This design comes from an exercise in tuning for small area and a short achievable clock period on the open sky130 flow, not from production work. Power is estimated from default activity; no workload was simulated.

Design multiplier, start of the top module:
module multiplier (
    input clk,
    input rst,
    input start,
    input [31:0] A,
    input [31:0] B,
    input [7:0] Physical_address_in,
    input [31:0] PC_in,
    output [63:0] Product,
    output reg done,
    output reg [7:0] Physical_address_out,
    output reg [31:0] PC_out
);
  reg r0_0;
  reg r0_1;
  reg r1_0;
  reg r2_0;
  reg r2_1;
  reg r3_0;
  reg r3_1;
  reg r4_0;
  reg r4_1;
  reg r5_0;
  reg r5_1;
  reg r6_0;
  reg r6_1;
  reg r7_0;
  reg r7_1;
  reg r8_0;
  reg r8_1;
  reg r9_0;
  reg r9_1;
  reg r10_0;
  reg r10_1;
  reg r11_0;
  reg r11_1;
  reg r12_0;
  reg r12_1;
  reg r13_0;
  reg r13_1;
  reg r14_0;
  reg r14_1;
  reg r15_0;
  reg r15_1;
  reg r16_0;
  reg r16_1;
  reg r17_0;
  reg r17_1;
  reg r18_0;
  reg r18_1;
  reg r19_0;
  reg r19_1;
  reg r20_0;
  reg r20_1;
  reg r21_0;
  reg r21_1;
  reg r22_0;
  reg r22_1;
  reg r23_0;
  reg r23_1;
  reg r24_0;
  reg r24_1;
  reg r25_0;
  reg r25_1;
  reg r26_0;
  reg r26_1;
  reg r27_0;
  reg r27_1;
  reg r28_0;
  reg r28_1;
  reg r29_0;
  reg r29_1;
  reg r30_0;
  reg r30_1;
  reg r31_0;
  reg r31_1;
  reg r32_0;
  reg r32_1;
  reg r33_0;
  reg r33_1;
  reg r34_0;
  reg r34_1;
  reg r35_0;
  reg r35_1;
  reg r36_0;
  reg r36_1;
  reg r37_0;
  reg r37_1;
  reg r38_0;
  reg r38_1;
  reg r39_0;
  reg r39_1;
  reg r40_0;
  reg r40_1;
  reg r41_0;
  reg r41_1;
  reg r42_0;
  reg r42_1;
  reg r43_0;
  reg r43_1;
  reg r44_0;
  reg r44_1;
  reg r45_0;
  reg r45_1;
  reg r46_0;
  reg r46_1;
  reg r47_0;
  reg r47_1;
  reg r48_0;
  reg r48_1;
  reg r49_0;
  reg r49_1;
  reg r50_0;
  reg r50_1;
  reg r51_0;
  reg r51_1;
  reg r52_0;
  reg r52_1;
  reg r53_0;
  reg r53_1;
  reg r54_0;
  reg r54_1;
  reg r55_0;
  reg r55_1;
  reg r56_0;
  reg r56_1;
  reg r57_0;
  reg r57_1;
  reg r58_0;
  reg r58_1;
  reg r59_0;
  reg r59_1;
  reg r60_0;
  reg r60_1;
  reg r61_0;
  reg r61_1;
  reg r62_0;
  reg r62_1;
  reg r63_0;
  ...
clock: 5.0 ns
lec_check: 0
cap_margin: 20
core_margin: 2
core_utilization: 40
setup_slack_margin: 0.45
slew_margin: 20
synth_hierarchical: 1
synth_minimum_keep_size: 0
standard.sh (not shown) runs the stock make flow with config.mk's settings and CLKGATE_MAP_FILE= SYNTH_SCRIPT=/design/flow/synth_recipe.tcl, a recipe that flattens the netlist after the stock synthesis.
==> flow/flow/run.sh <==
#!/bin/bash
# Layout flow: the standard ORFS flow (standard.sh) with extra ORFS
# settings read from flow/knobs.txt (one VAR=value per line; @FLOW@ stands
# for this flow folder). Its output goes to standard.log.
set -euo pipefail
flowdir="$(pwd)/flow"
knobs=()
while IFS= read -r line; do
  [[ -z "$line" || "$line" == \#* ]] && continue
  knobs+=("${line//@FLOW@/$flowdir}")
done < flow/knobs.txt
bash standard.sh "${knobs[@]}" finish > standard.log 2>&1
==> flow/flow/downsize.tcl <==
# Start the layout from the smallest drive strength of every logic cell that
# synthesis sized up; the flow's timing repair then sizes up what needs it.
set n 0
foreach inst [[ord::get_db_block] getInsts] {
  set m [[$inst getMaster] getName]
  if {![regexp {^(sky130_fd_sc_hd__[a-z0-9]+)_([0-9]+)$} $m -> base size]} { continue }
  if {$size <= 1} { continue }
  if {[string match "*df*" $base] || [string match "*conb*" $base] || [string match "*clk*" $base]} { continue }
  set small [get_lib_cells -quiet ${base}_1]
  if {$small == ""} { continue }
  replace_cell [$inst getName] $small
  incr n
}
puts "downsize: $n cells set to drive strength 1"
==> flow/flow/knobs.txt <==
BUFFER_PORTS_ARGS=-buffer_cell sky130_fd_sc_hd__buf_1
PRE_FLOORPLAN_TCL=@FLOW@/downsize.tcl
Next try:
SETUP_SLACK_MARGIN = 0.75   (was 0.45)
Setup slack is better by 0.28 ns.
Routed wire length went up by 1.2%.
Critical path depth went up by 5.
Worst hold slack is worse by 0.0047 ns.
Clock power stays flat.
Next try:
--- a/flow/flow/downsize.tcl
+++ b/flow/flow/downsize.tcl
@@ -7,3 +7,3 @@
   if {$size <= 1} { continue }
-  if {[string match "*df*" $base] || [string match "*conb*" $base] || [string match "*clk*" $base]} { continue }
+  if {[string match "*df*" $base] || [string match "*conb*" $base] || [string match "*clk*" $base] || [string match "*maj3*" $base]} { continue }
   set small [get_lib_cells -quiet ${base}_1]
SETUP_SLACK_MARGIN = 0.6   (was 0.75)
After rerunning: Wire length came out higher by 0.95%. Total power hardly moves. Via count barely changes. Hold slack got worse by 0.047 ns. Die area rose by 0.79%. Non-clock buffer count goes down by 44. Final area goes down by 2.6%. Critical path depth goes down by 1. Sequential share of layout area rose by 0.28 points.
Next try:
--- a/flow/flow/downsize.tcl
+++ b/flow/flow/downsize.tcl
@@ -7,3 +7,3 @@
   if {$size <= 1} { continue }
-  if {[string match "*df*" $base] || [string match "*conb*" $base] || [string match "*clk*" $base] || [string match "*maj3*" $base]} { continue }
+  if {[string match "*df*" $base] || [string match "*conb*" $base] || [string match "*clk*" $base]} { continue }
   set small [get_lib_cells -quiet ${base}_1]
SETUP_SLACK_MARGIN = 0.9   (was 0.6)
Non-clock buffer count climbs by 86.
Clock power drops by about 4%.
Hold slack gets better by 0.034 ns.
Clock-buffer cell count drops by 2.
Cell count climbs by 2.0%.
No run of this note included a check of the RTL's function; only the layout flow was run.

[re-timing with driven ports]
Ports are ideal in the flow. The routed layouts listed here were re-timed in OpenROAD. Step 1 (the two cells are an assumption about what drives the block):
set clk [get_ports {clk}]
set_driving_cell -lib_cell sky130_fd_sc_hd__clkbuf_16 $clk
set_driving_cell -lib_cell sky130_fd_sc_hd__buf_2 [delete_from_list [all_inputs] $clk]
Step 2, shift: input delay + t, output delay - t, t = (earliest + latest rising clock arrival at the registers) / 2. This alone moves slack from input paths to output paths. a / b / c = no drivers / after step 1 / after step 2; a / b = the first two.
run | t, ns | setup slack, ns | cell pins on the clock port's net
the first run | 0.487 | 0.501 / 0.515 / 0.028 | 1
the second run | 0.487 | 0.780 / 0.765 / 0.282 | 1
the third run | 0.534 | 0.735 / 0.686 / 0.191 | 1
the fourth run | 0.501 | 0.867 / 0.875 / 0.374 | 1
After both steps setup and hold are still met in every run listed. The setup slack of the third run, which loses most, moves by -0.049 ns with the drivers and by -0.544 ns with both steps.
